Context: an optimization exercise on an open-source flow, tuned for a short achievable clock period and few clock cycles. The choices shown serve that exercise and are no tape-out recipe.
Only simulation tests tie the RTL to the original design; equivalence was not proved.
Power is estimated from default activity; no workload was simulated.

==> flow/design.v <==
module en_reg(clk, rst, en, d, q);
  parameter W = 32;
  input clk, rst, en;
  input [W-1:0] d;
  output reg [W-1:0] q;
  always @(posedge clk)
    if (rst) q <= {W{1'b0}};
    else if (en) q <= d;
endmodule
module pg_dot(gh, ph, gl, pl, g, p);
  input gh, ph, gl, pl;
  output g, p;
  assign g = gh | (ph & gl);
  assign p = ph & pl;
endmodule
module ks_add(a, b, cin, s);
  parameter W = 32;
  input [W-1:0] a, b;
  input cin;
  output [W-1:0] s;
  localparam L = (W > 32) ? 6 : (W > 16) ? 5 : (W > 8) ? 4 : (W > 4) ? 3 : (W > 2) ? 2 : 1;
  wire [W-1:0] g [0:L];
  wire [W-1:0] p [0:L];
  assign g[0] = (a & b) | {{(W-1){1'b0}}, cin & (a[0] ^ b[0])};
  assign p[0] = a ^ b;
  genvar i, k;
  generate
    for (k = 0; k < L; k = k + 1) begin : lvl
      for (i = 0; i < W; i = i + 1) begin : bitk
        if (i >= (1 << k)) begin : comb
          pg_dot dot(.gh(g[k][i]), .ph(p[k][i]), .gl(g[k][i - (1 << k)]), .pl(p[k][i - (1 << k)]),
                     .g(g[k+1][i]), .p(p[k+1][i]));
        end else begin : pass
          assign g[k+1][i] = g[k][i];
          assign p[k+1][i] = p[k][i];
        end
      end
    end
  endgenerate
  wire [W-1:0] c = {g[L][W-2:0], cin};
  assign s = p[0] ^ c;
endmodule
module next_pc(ins, pc_n, link, rst, redirect, rtarget, stall, pc_d, pc_dn, pc4, jal, ptaken, ptok);
  input [31:0] ins, pc_n, link, rtarget;
  input rst, redirect, stall;
  output [31:0] pc_d, pc_dn, pc4;
  output jal, ptaken, ptok;
  wire [31:0] pc = ~pc_n;
  ks_add #(30) pc_inc(.a(pc[31:2]), .b(30'd1), .cin(1'b0), .s(pc4[31:2]));
  assign pc4[1:0] = pc[1:0];
  wire [5:0] op = ins[31:26];
  wire [4:0] rs = ins[25:21], rt = ins[20:16];
  wire [15:0] imm = ins[15:0];
  wire is_jr  = (op == 6'b000000) & (ins[5:0] == 6'b001000);
  wire is_beq = (op == 6'b000100);
  wire is_bne = (op == 6'b000101);
  assign jal  = (op == 6'b000011);
  wire is_j   = (op == 6'b000010) | jal;
  assign ptaken = (is_beq | is_bne) & (imm[15] | (is_beq & (rs == rt)) | (is_bne & (rs != rt)));
  wire [10:0] bt_lo;
  ks_add #(11) lo_add(.a({1'b0, pc[11:2]}), .b({1'b0, imm[9:0]}), .cin(1'b1), .s(bt_lo));
  assign ptok = ptaken & (((imm[15:10] == 6'h00) & ~bt_lo[10]) | ((imm[15:10] == 6'h3f) & bt_lo[10]));
  wire [31:0] bpred = {pc[31:12], bt_lo[9:0], pc[1:0]};
  wire go = ~rst & ~stall;
  wire s_j  = go & is_j;
  wire s_jr = go & ~is_j & is_jr;
  wire s_bt = go & ~is_j & ~is_jr & ptaken;
  wire s_p4 = go & ~is_j & ~is_jr & ~ptaken;
  wire s_hd = ~rst & stall;
  wire [31:0] pred_other = ({32{s_j}}  & {4'b0000, ins[25:0], 2'b00}) |
                           ({32{s_jr}} & link) |
                           ({32{s_p4}} & pc4) |
                           ({32{s_hd}} & pc);
  wire [31:0] pred = ({32{s_bt}} & bpred) | pred_other;
  wire rd = redirect & ~rst;
  assign pc_d = rd ? rtarget : pred;
  assign pc_dn = rd ? ~rtarget : ~pred;
endmodule
module register_file(clk, we3, s1, s2, a3, wd3, rd1, rd2);
  input clk, we3;
  input [31:0] s1, s2;
  input [4:0] a3;
  input [31:0] wd3;
  output [31:0] rd1, rd2;
  reg [1023:0] regs;
  genvar i;
  generate
    for (i = 0; i < 32; i = i + 1) begin : word
      always @(posedge clk)
        if (we3 & (a3 == i)) regs[i*32 +: 32] <= wd3;
    end
  endgenerate
  reg [31:0] r1, r2;
  integer k;
  always @* begin
    r1 = 32'b0;
    r2 = 32'b0;
    for (k = 0; k < 32; k = k + 1) begin
      r1 = r1 | (regs[k*32 +: 32] & {32{s1[k]}});
      r2 = r2 | (regs[k*32 +: 32] & {32{s2[k]}});
    end
  end
  assign rd1 = r1;
  assign rd2 = r2;
endmodule
module d_flop(d, clk, q);
  input [31:0] d;
  input clk;
  output reg [31:0] q;
  always @(posedge clk)
    q <= d;
endmodule
module mips_cpu(clk, rst, imem_addr, imem_rdata, dmem_addr, dmem_rdata, dmem_we, dmem_wdata,
                rf_rs1, rf_rs2, rf_rd1, rf_rd2, rf_we, rf_wa, rf_wd);
  input clk, rst;
  output [31:0] imem_addr;
  input [31:0] imem_rdata;
  output [31:0] dmem_addr, dmem_wdata;
  output dmem_we;
  input [31:0] dmem_rdata;
  output [31:0] rf_rs1, rf_rs2;
  input [31:0] rf_rd1, rf_rd2;
  output rf_we;
  output [4:0] rf_wa;
  output [31:0] rf_wd;
  reg d_valid, d_ptaken, d_ptok;
  reg [31:0] d_ins, d_pc4, d_pnpc, d_sel1, d_sel2;
  reg [4:0] d_rs, d_rt;
  reg e_valid, e_wen, e_lw, e_sw, e_beq, e_bne, e_jr, e_fl, e_ptaken, e_ptok, e_off0;
  reg e_s_sum, e_s_diff, e_s_and, e_s_or, e_s_slt, e_s_link;
  reg [4:0] e_dest;
  reg [31:0] e_a, e_b, e_bi, e_pc4, e_pnpc, e_btarget;
  reg m_wen, m_lw, m_sw;
  reg [4:0] m_dest;
  reg [31:0] m_res, m_addr, m_wdata;
  wire redirect, stall;
  wire [31:0] pc, pc_n;
  wire [31:0] pc_d, pc4, link;
  wire [31:0] ins = imem_rdata;
  wire f_jal, f_ptaken, f_ptok;
  wire [31:0] rtarget;
  wire [31:0] pc_d0, pc_d1, pc_d2, pc_d3, pc4_1, pc4_2, pc4_3;
  wire [31:0] pc_dn0, pc_dn1, pc_dn2, pc_dn3, pc_dn;
  wire jal_1, jal_2, jal_3, ptaken_1, ptaken_2, ptaken_3, ptok_1, ptok_2, ptok_3;
  next_pc fetch0(.ins(ins), .pc_n(pc_n), .link(link), .rst(rst), .redirect(redirect),
                 .rtarget(rtarget), .stall(stall), .pc_d(pc_d0), .pc_dn(pc_dn0), .pc4(pc4),
                 .jal(f_jal), .ptaken(f_ptaken), .ptok(f_ptok));
  next_pc fetch1(.ins(ins), .pc_n(pc_n), .link(link), .rst(rst), .redirect(redirect),
                 .rtarget(rtarget), .stall(stall), .pc_d(pc_d1), .pc_dn(pc_dn1), .pc4(pc4_1),
                 .jal(jal_1), .ptaken(ptaken_1), .ptok(ptok_1));
  next_pc fetch2(.ins(ins), .pc_n(pc_n), .link(link), .rst(rst), .redirect(redirect),
                 .rtarget(rtarget), .stall(stall), .pc_d(pc_d2), .pc_dn(pc_dn2), .pc4(pc4_2),
                 .jal(jal_2), .ptaken(ptaken_2), .ptok(ptok_2));
  next_pc fetch3(.ins(ins), .pc_n(pc_n), .link(link), .rst(rst), .redirect(redirect),
                 .rtarget(rtarget), .stall(stall), .pc_d(pc_d3), .pc_dn(pc_dn3), .pc4(pc4_3),
                 .jal(jal_3), .ptaken(ptaken_3), .ptok(ptok_3));
  assign pc_d = {pc_d3[31:24], pc_d2[23:16], pc_d1[15:8], pc_d0[7:0]};
  assign pc_dn = {pc_dn3[31:24], pc_dn2[23:16], pc_dn1[15:8], pc_dn0[7:0]};
  d_flop program_counter(.d(pc_d), .clk(clk), .q(pc));
  d_flop program_counter_n(.d(pc_dn), .clk(clk), .q(pc_n));
  en_reg link_reg(.clk(clk), .rst(rst), .en(f_jal & ~redirect & ~stall), .d(pc4), .q(link));
  assign imem_addr = pc;
  wire [5:0] dop = d_ins[31:26], fn = d_ins[5:0];
  wire [4:0] drs = d_rs, drt = d_rt, drd = d_ins[15:11];
  wire [15:0] dimm = d_ins[15:0];
  wire [31:0] simm = {{16{dimm[15]}}, dimm};
  wire d_rtype = (dop == 6'b000000);
  wire d_jr    = d_rtype & (fn == 6'b001000);
  wire d_addi  = (dop == 6'b001000);
  wire d_andi  = (dop == 6'b001100);
  wire d_lw    = (dop == 6'b100011);
  wire d_sw    = (dop == 6'b101011);
  wire d_beq   = (dop == 6'b000100);
  wire d_bne   = (dop == 6'b000101);
  wire d_j     = (dop == 6'b000010);
  wire d_jal   = (dop == 6'b000011);
  wire d_br    = d_beq | d_bne;
  wire d_wen   = (d_rtype & ~d_jr) | d_addi | d_andi | d_lw | d_jal;
  wire [4:0] d_dest = d_jal ? 5'd31 : (d_rtype ? drd : drt);
  wire d_use_rs = ~(d_j | d_jal);
  wire d_use_rt = d_rtype | d_sw | d_br;
  wire d_s_diff = d_rtype & (fn == 6'b100010);
  wire d_s_and  = (d_rtype & (fn == 6'b100100)) | d_andi;
  wire d_s_or   = d_rtype & (fn == 6'b100101);
  wire d_s_slt  = d_rtype & (fn == 6'b101010);
  wire d_s_link = d_jal;
  wire d_s_sum  = ~(d_s_diff | d_s_and | d_s_or | d_s_slt | d_s_link);
  wire d_uimm   = d_addi | d_andi | d_lw | d_sw;
  wire [31:0] d_btarget;
  ks_add #(30) bt_add(.a(d_pc4[31:2]), .b(simm[29:0]), .cin(1'b0), .s(d_btarget[31:2]));
  assign d_btarget[1:0] = d_pc4[1:0];
  assign rf_rs1 = d_sel1;
  assign rf_rs2 = d_sel2;
  wire e_fwd = e_valid & e_wen & ~e_lw;
  wire fa_e = e_fwd & (e_dest == drs);
  wire fb_e = e_fwd & (e_dest == drt);
  wire fa_m = m_wen & (m_dest == drs);
  wire fb_m = m_wen & (m_dest == drt);
  wire [31:0] res;
  wire [31:0] d_a_rf = fa_m ? rf_wd : rf_rd1;
  wire [31:0] d_b_rf = fb_m ? rf_wd : rf_rd2;
  wire [31:0] d_a = fa_e ? res : d_a_rf;
  wire [31:0] d_b = fb_e ? res : d_b_rf;
  wire [31:0] d_bi = (fb_e & ~d_uimm) ? res : (d_uimm ? simm : d_b_rf);
  wire d_sw_ld = d_sw & (drt == e_dest) & (drs != e_dest);
  assign stall = d_valid & e_valid & e_lw &
                 ((d_use_rs & (drs == e_dest)) | (d_use_rt & (drt == e_dest) & ~d_sw_ld));
  wire [31:0] sum, diff;
  ks_add #(32) alu_add(.a(e_a), .b(e_bi), .cin(1'b0), .s(sum));
  ks_add #(32) alu_sub(.a(e_a), .b(~e_b), .cin(1'b1), .s(diff));
  wire lt = (e_a[31] != e_b[31]) ? e_a[31] : diff[31];
  assign res = ({32{e_s_sum}} & sum) |
               ({32{e_s_diff}} & diff) |
               ({32{e_s_and}} & (e_a & e_bi)) |
               ({32{e_s_or}} & (e_a | e_bi)) |
               {31'b0, e_s_slt & lt} |
               ({32{e_s_link}} & e_pc4);
  wire eq = (e_a == e_b);
  wire taken = e_beq ? eq : ~eq;
  wire br_miss = (e_beq | e_bne) &
                 ((e_ptaken & ~e_ptok) | (~e_off0 & (taken ? ~e_ptaken : e_ptaken)));
  wire jr_miss = e_jr & (e_a != e_pnpc);
  assign redirect = e_valid & (br_miss | jr_miss);
  assign rtarget = e_jr ? e_a : (taken ? e_btarget : e_pc4);
  always @(posedge clk) begin
    if (rst) begin
      d_valid <= 1'b0;
      e_valid <= 1'b0;
      m_wen <= 1'b0;
      m_sw <= 1'b0;
    end else begin
      if (redirect | ~stall) d_valid <= ~redirect;
      e_valid <= d_valid & ~redirect & ~stall;
      m_wen <= e_valid & e_wen;
      m_sw <= e_valid & e_sw;
    end
    if (~stall) begin
      d_ins <= ins;
      d_pc4 <= pc4;
      d_pnpc <= link;
      d_ptaken <= f_ptaken;
      d_ptok <= f_ptok;
    end
    d_rs <= stall ? d_ins[25:21] : ins[25:21];
    d_rt <= stall ? d_ins[20:16] : ins[20:16];
    d_sel1 <= 32'b1 << (stall ? d_ins[25:21] : ins[25:21]);
    d_sel2 <= 32'b1 << (stall ? d_ins[20:16] : ins[20:16]);
    e_wen <= d_wen;
    e_lw <= d_lw;
    e_sw <= d_sw;
    e_beq <= d_beq;
    e_bne <= d_bne;
    e_jr <= d_jr;
    e_s_sum <= d_s_sum;
    e_s_diff <= d_s_diff;
    e_s_and <= d_s_and;
    e_s_or <= d_s_or;
    e_s_slt <= d_s_slt;
    e_s_link <= d_s_link;
    e_dest <= d_dest;
    e_fl <= e_valid & e_lw & d_sw_ld;
    e_a <= d_a;
    e_b <= d_b;
    e_bi <= d_bi;
    e_pc4 <= d_pc4;
    e_btarget <= d_btarget;
    e_pnpc <= d_pnpc;
    e_ptaken <= d_ptaken;
    e_ptok <= d_ptok;
    e_off0 <= (dimm == 16'b0);
    m_lw <= e_lw;
    m_dest <= e_dest;
    if (e_valid & e_wen) m_res <= res;
    m_addr <= res;
    m_wdata <= e_fl ? dmem_rdata : e_b;
  end
  assign dmem_addr = m_addr;
  assign dmem_wdata = m_wdata;
  assign dmem_we = m_sw;
  assign rf_we = m_wen;
  assign rf_wa = m_dest;
  assign rf_wd = m_lw ? dmem_rdata : m_res;
endmodule
module mips_top(clk, rst, imem_addr, imem_rdata, dmem_addr, dmem_wdata, dmem_we, dmem_rdata);
  input clk;
  input rst;
  output [31:0] imem_addr;
  input [31:0] imem_rdata;
  output [31:0] dmem_addr, dmem_wdata;
  output dmem_we;
  input [31:0] dmem_rdata;
  wire [31:0] rs1, rs2;
  wire [4:0] wa;
  wire [31:0] rd1, rd2, wd;
  wire we;
  register_file cpu_register(.clk(clk), .we3(we), .s1(rs1), .s2(rs2), .a3(wa),
                             .wd3(wd), .rd1(rd1), .rd2(rd2));
  mips_cpu cpu(.clk(clk), .rst(rst),
               .imem_addr(imem_addr), .imem_rdata(imem_rdata),
               .dmem_addr(dmem_addr), .dmem_rdata(dmem_rdata),
               .dmem_we(dmem_we), .dmem_wdata(dmem_wdata),
               .rf_rs1(rs1), .rf_rs2(rs2), .rf_rd1(rd1), .rf_rd2(rd2),
               .rf_we(we), .rf_wa(wa), .rf_wd(wd));
endmodule
==> flow/flow/run.sh <==
#!/bin/bash
set -euo pipefail
bash standard.sh SETUP_SLACK_MARGIN=7.5 ADDER_MAP_FILE= MATCH_CELL_FOOTPRINT=0 \
  "BUFFER_PORTS_ARGS=-buffer_cell sky130_fd_sc_hd__buf_4" finish > make_finish.log 2>&1
==> flow/standard.sh <==
#!/bin/bash
# synth_recipe.tcl (not shown) runs the flow's synth.tcl, then flattens the netlist and writes it again
# the make line also repeats each setting of config.mk as NAME=value (left out here)
make -C /OpenROAD-flow-scripts/flow DESIGN_CONFIG=/design/flow/config.mk WORK_HOME=/design/flow/orfs CLKGATE_MAP_FILE= SYNTH_SCRIPT=/design/flow/synth_recipe.tcl "${@:-finish}"
==> flow/config.mk <==
export PLATFORM = sky130hd
export DESIGN_NAME = mips_top
export DESIGN_NICKNAME = mips_top
export VERILOG_FILES = /design/flow/design.v
export SDC_FILE = /design/flow/constraint.sdc
export NUM_CORES = 4
export LEC_CHECK = 0
export CAP_MARGIN = 20
export CORE_MARGIN = 2
export CORE_UTILIZATION = 40
export SETUP_SLACK_MARGIN = 5
export SLEW_MARGIN = 20
export SYNTH_HIERARCHICAL = 1
export SYNTH_MINIMUM_KEEP_SIZE = 0
==> flow/constraint.sdc <==
create_clock -name core_clock -period 11.0 [get_ports {clk}]
set_input_delay 2.2000 -clock core_clock [delete_from_list [all_inputs] [get_ports {clk}]]
set_output_delay 2.2000 -clock core_clock [all_outputs]
set_load 0.01 [all_outputs]
==> results of run 1 <==
-- path summary, 6_finish.rpt --
kind / startpoint / endpoint / slack [ns] / cells after the start
max: cpu.e_a[20] / cpu.program_counter_n.q[18] / 7.46 / 13
min: cpu.d_pnpc[31] / cpu.e_pnpc[31] / 0.32 / 0
max reg2reg: cpu.e_a[20] / cpu.program_counter_n.q[18] / 7.46 / 13
min reg2reg: cpu.d_pnpc[31] / cpu.e_pnpc[31] / 0.32 / 0
-- what timing repair did --
action / in CTS / in global routing
setup buffers: 11 / 15
setup endpoints to repair: 310 / 243
gates resized for setup: 227 / 104
cloned: 1 / 2
endpoints found under the hold margin: 0 / 0
pin swaps: 8 / 10
-- worst max-delay path, stage by stage (launching register included) --
cell and delay [ns]:
dfxtp_2 0.44, xnor2_1 0.19, nand4_1 0.31, or4_4 0.67, buf_4 0.18, buf_12 0.12, nor3_4 0.22, buf_12 0.16
o21ai_0 0.10, a31oi_2 0.52, nor2_1 0.17, nor3_1 0.16, nand2_1 0.08, o21a_1 0.11
-- power by group --
part,total (mW),switching [mW],leakage [nW],internal [mW]
logic,5.07,3.10,19.5,1.96
registers,7.58,0.569,14.4,7.01
clock network,5.87,2.53,2.76,3.34
-- layout make-up --
type | instances | area (µm²) | area share [%]
multi-input combinational | 4799 | 34600 | 38.1
timing repair buffer | 311 | 2720 | 2.99
inverter | 177 | 669 | 0.736
clock buffer | 222 | 4570 | 5.03
clock inverter | 96 | 1130 | 1.25
antenna | 9 | 22.5 | 0.0248
sequential | 1609 | 43900 | 48.3
tap | 2640 | 3300 | 3.63
-- through the flow --
step	power [mW]	utilization [%]	instances	hold slack, ns	setup WS [ns]
after CTS	18.3	45.9	9837	0.334	7.41
after detailed placement	12.3	42.5	9507	0.328	6.34
after floorplan	10.4	-	6960	0.323	7.37
after global placement	12.3	42.5	9507	0.326	6.38
after global routing	19.1	46.2	9854	0.336	7.43
final	18.5	46.2	9863	0.322	7.46
-- per-layer routing --
metal,GRT usage [%],vias to the layer above,routed length [µm]
li1,-,26382,-
met1,40.5,30313,124000
met2,44.2,3626,133000
met3,4.11,589,29100
met4,12.2,6,15100
met5,0,-,45
==> results.tsv, run 1 <==
metric	value	unit
outcome	timing/DRC/antenna clean	
most frequent cells in the layout	1,154 x edfxtp_1, 1,088 x a22oi_1, 750 x and2_1	
clock skew	0.0678	ns
Routed Antenna Nets	0	
number of remaining DRC errors	0	
leakage	36.6	nW
GP Congestion	1.04	
clk slew on worst S/H paths	0.06	ns
Setup TNS Final	0	ns
clock latency at the later pin of the worst-skew pair	0.86	ns
startpoint types	flip-flop	
post-cts hold buffer count	0	
Final Hold Violating Endpoints	0	
Initial Util	40.2	%
Area Growth Syn to Fin	15.0	%
Final period util	32.2	%
CTS root buf	clkbuf_16	
Reg with most FFs	cpu_register.regs	
share of cells above drive strength 1	13.4	%
leading cell type in the layout, fill and taps excluded	edfxtp_1	
Final Slew Violations	0	
nets@finish	7135	
row count	163	
Post-Syn Instances	6769	
Cell Area, Synth	0.0791	mm²
core area	0.197	mm²
max-cap viol count	0	
Clock Path Buffers	3	
Arr. time, crit path	4.28	ns
CTS tree	yes	
largest net degree at the start of global routing	98	
TritonCTS Sinks	1609	
Die X	449	µm
final setup fails	0	
first-pass GRT wire length	423000	µm
GRT overflow	0	
GRT Util Overall	28.8	%
worst vdd ir	192	µV
crit path kind	reg2reg	
worst hold path class	reg2reg	
Total Routed Length	302000	µm
fin area	0.0909	mm²
vias in the first global route	57564	
worst relative slew slack	16.6	%
H-tree levels	4	
RSZ-0062 raised after global routing	true	
Peak Freq	282	MHz
Vias	60916	
CP max FO	10	
minimum clock period	3.54	ns
max reg flops	1024	
DIE AREA	0.201	mm²
Worst setup EP type	flip-flop	
Tightest Pin Transition	1.25	ns
syn_area_per_cell	11.7	µm²
dpl hpwl	212000	µm
Initial DRC Count	8611	
vias per cell	6.18	
post-DR wirelength/cell	30.6	µm
DP Area	0.0836	mm²
First-pass DRT Iterations	6	
initial antenna violation count	16	
Port Buf Inserts	162	
Ports	163	
CP Data Required Time	11.74	ns
Die Y	449	µm
Ys Warns	13	
PD cells	204	mW/mm²
fillers	17963	
CTS buffer count	171	
Testbench counts, summed over its fixed seeds: cycles 43,448.
==> run 2: changes to the inputs <==
--- a/flow/design.v
+++ b/flow/design.v
@@ -127,5 +127,5 @@
   reg [31:0] d_ins, d_pc4, d_pnpc, d_sel1, d_sel2;
   reg [4:0] d_rs, d_rt;
-  reg e_valid, e_wen, e_lw, e_sw, e_beq, e_bne, e_jr, e_fl, e_ptaken, e_ptok, e_off0;
+  reg e_valid, e_wen, e_lw, e_sw, e_beq, e_bne, e_jr, e_fl, e_la, e_lb, e_ptaken, e_ptok, e_off0;
   reg e_s_sum, e_s_diff, e_s_and, e_s_or, e_s_slt, e_s_link;
   reg [4:0] e_dest;
@@ -204,5 +204,6 @@
   wire [31:0] d_bi = (fb_e & ~d_uimm) ? res : (d_uimm ? simm : d_b_rf);
   wire d_sw_ld = d_sw & (drt == e_dest) & (drs != e_dest);
-  assign stall = d_valid & e_valid & e_lw &
+  wire d_logic = d_s_and | d_s_or;
+  assign stall = d_valid & e_valid & e_lw & ~d_logic &
                  ((d_use_rs & (drs == e_dest)) | (d_use_rt & (drt == e_dest) & ~d_sw_ld));
   wire [31:0] sum, diff;
@@ -210,8 +211,10 @@
   ks_add #(32) alu_sub(.a(e_a), .b(~e_b), .cin(1'b1), .s(diff));
   wire lt = (e_a[31] != e_b[31]) ? e_a[31] : diff[31];
+  wire [31:0] la = e_la ? dmem_rdata : e_a;
+  wire [31:0] lb = e_lb ? dmem_rdata : e_bi;
   assign res = ({32{e_s_sum}} & sum) |
                ({32{e_s_diff}} & diff) |
-               ({32{e_s_and}} & (e_a & e_bi)) |
-               ({32{e_s_or}} & (e_a | e_bi)) |
+               ({32{e_s_and}} & (la & lb)) |
+               ({32{e_s_or}} & (la | lb)) |
                {31'b0, e_s_slt & lt} |
                ({32{e_s_link}} & e_pc4);
@@ -260,4 +263,6 @@
     e_dest <= d_dest;
     e_fl <= e_valid & e_lw & d_sw_ld;
+    e_la <= e_valid & e_lw & d_logic & d_use_rs & (drs == e_dest);
+    e_lb <= e_valid & e_lw & d_logic & d_use_rt & (drt == e_dest);
     e_a <= d_a;
     e_b <= d_b;
==> results.tsv, run 2 <==
metric	value	unit
DP Area	0.0842	mm²
TritonCTS Sinks	1611	
first-pass GRT wire length	462000	µm
Cell Area, Synth	0.0796	mm²
final setup fails	0	
worst relative slew slack	22.5	%
clock latency at the later pin of the worst-skew pair	0.84	ns
WP buf/inv	1	
Peak Freq	278	MHz
DIE AREA	0.203	mm²
crit path kind	reg2out	
vias per cell	6.42	
Max stage delay on crit path	0.45	ns
Die Y	450	µm
minimum clock period	3.60	ns
Die X	450	µm
vias in the first global route	60227	
clk slew on worst S/H paths	0.07	ns
dpl hpwl	224000	µm
Ports	163	
total power draw	18.8	mW
Final period util	32.7	%
number of remaining DRC errors	0	
footprint of the multi-input gates	0.0351	mm²
post-cts hold buffer count	0	
Clock Path Buffers	3	
Worst path slowest cell	dfxtp_4	
row count	163	
nets@finish	7206	
Worst setup EP type	output pin	
Port Buf Inserts	162	
post-DR wirelength/cell	33.9	µm
RSZ-0062 raised after global routing	true	
GRT Util Overall	32.1	%
Post-Syn Instances	6821	
worst vdd ir	168	µV
leading cell type in the layout, fill and taps excluded	edfxtp_1	
Reg with most FFs	cpu_register.regs	
Area Growth Syn to Fin	15.0	%
CP top delay family	flip-flops	
Routed Antenna Nets	0	
clock skew	0.0795	ns
Total Routed Length	337000	µm
fin util	46.3	%
syn_area_per_cell	11.7	µm²
max-cap viol count	0	
DR WL met2	139000	µm
fin area	0.0915	mm²
GRT overflow	0	
routed wl met3	44600	µm
CTS root buf	clkbuf_16	
Ys Warns	13	
outcome	timing/DRC/antenna clean	
CTS buffer count	165	
First-pass DRT Iterations	9	
largest net degree at the start of global routing	120	
Setup TNS Final	0	ns
CP Data Required Time	8.80	ns
Vias	63817	
worst hold path class	reg2reg	
leakage	36.4	nW
Arr. time, crit path	1.40	ns
Initial DRC Count	9740	
fillers	17885	
max reg flops	1024	
Initial Util	40.3	%
H-tree levels	4	
CP max FO	1	
Met1 Wirelength	130000	µm
share of cells above drive strength 1	14.9	%
Final Slew Violations	0	
crit-path cells	buf_6	
core area	0.198	mm²
Final Hold Violating Endpoints	0	
startpoint types	flip-flop	
PD cells	205	mW/mm²
FF/Latch Area	0.0441	mm²
initial antenna violation count	35	
Top Layer Used	met5	
CTS tree	yes	
GP Congestion	1.03	
Tightest Pin Transition	1.16	ns
most frequent cells in the layout	1,154 x edfxtp_1, 1,024 x a22oi_1, 756 x and2_1	
## run 2: worst paths after layout
check | startpoint | to | slack [ns] | depth (start not counted)
hold / removal | cpu.d_pnpc[27] | cpu.e_pnpc[27] | 0.31 | 0
setup reg to reg | cpu.e_b[0] | cpu.e_bi[6] | 7.40 | 10
setup / recovery | cpu.m_addr[1] | dmem_addr[1] | 7.40 | 1
hold reg to reg | cpu.d_pnpc[27] | cpu.e_pnpc[27] | 0.31 | 0
## run 2: cell type report
class,count,area share (%)
diodes,14,0.0383
clock buffers,222,5.02
well taps,2640,3.61
flip-flops and latches,1611,48.2
inverters,143,0.587
repair buffers,340,3.23
clock inverters,84,1.02
multi-input cells,4879,38.4
## run 2: what timing repair did
action / in CTS / in global routing
setup endpoints to repair: 302 / 133
cloned: 3 / 1
resized for setup: 298 / 81
setup buffers: 30 / 18
pin swaps: 39 / 26
## run 2: layer usage
layer,global-route usage (%),vias up
met2,45.7,4786
met5,0.663,-
li1,-,26649
met1,43.3,31354
met4,19.1,26
met3,8.95,1002
## run 2: worst reg2reg max path, stage by stage, from the launching register on
cell and delay (ns):
dfxtp_2 0.34, inv_1 0.09, maj3_2 0.44, a21o_4 0.29, a21o_1 0.27, xor2_1 0.24, a222oi_1 0.90, nand3_2 0.34
nand2_1 0.12, o21ai_0 0.12, mux2_2 0.31
## run 2: metrics by stage
stage | instances | hold slack (ns) | setup slack, ns
2_1_floorplan | 7012 | 0.323 | 7.39
3_3_place_gp | 9560 | 0.326 | 6.37
3_5_place_dp | 9561 | 0.327 | 6.29
4_1_cts | 9900 | 0.313 | 7.37
5_1_grt | 9925 | 0.331 | 7.41
6_report | 9933 | 0.309 | 7.40
## run 2: power breakdown
group	total [mW]	internal (mW)	switching (mW)	leakage (nW)
combinational	5.36	2.05	3.31	19.3
sequential	7.71	7.04	0.676	14.4
clock	5.71	3.18	2.53	2.66
Testbench counts of run 2, summed over its fixed seeds: cycles 43,285.

## afterwards: timing with drivers on the ports
No port has a modelled driver above. Below, the same layouts with a new extraction and two added sets of constraints.
Step 1 (the two cells are an assumption about what drives the block):
set clk [get_ports {clk}]
set_driving_cell -lib_cell sky130_fd_sc_hd__clkbuf_16 $clk
set_driving_cell -lib_cell sky130_fd_sc_hd__buf_2 [delete_from_list [all_inputs] $clk]
Step 2, shift: input delay + t, output delay - t, t = (earliest + latest rising clock arrival at the registers) / 2. This alone moves slack from input paths to output paths.
Three values: no drivers, after step 1, after step 2; two values: the first two.
run | t, ns | setup WS [ns] | worst hold slack (ns) | slew at the worst register clock pin (ns) | pins driven straight from the clock port
run 1 | 0.914 | 7.455 / 7.379 / 6.796 | 0.322 / 0.322 / 0.322 | 0.07 / 0.07 | 1
run 2 | 0.910 | 7.401 / 7.306 / 6.711 | 0.309 / 0.309 / 0.309 | 0.07 / 0.07 | 1
After both steps setup and hold are still met in every run listed. For run 2, which loses most, drivers alone change the setup slack by -0.095 ns; drivers and shift together by -0.690 ns.
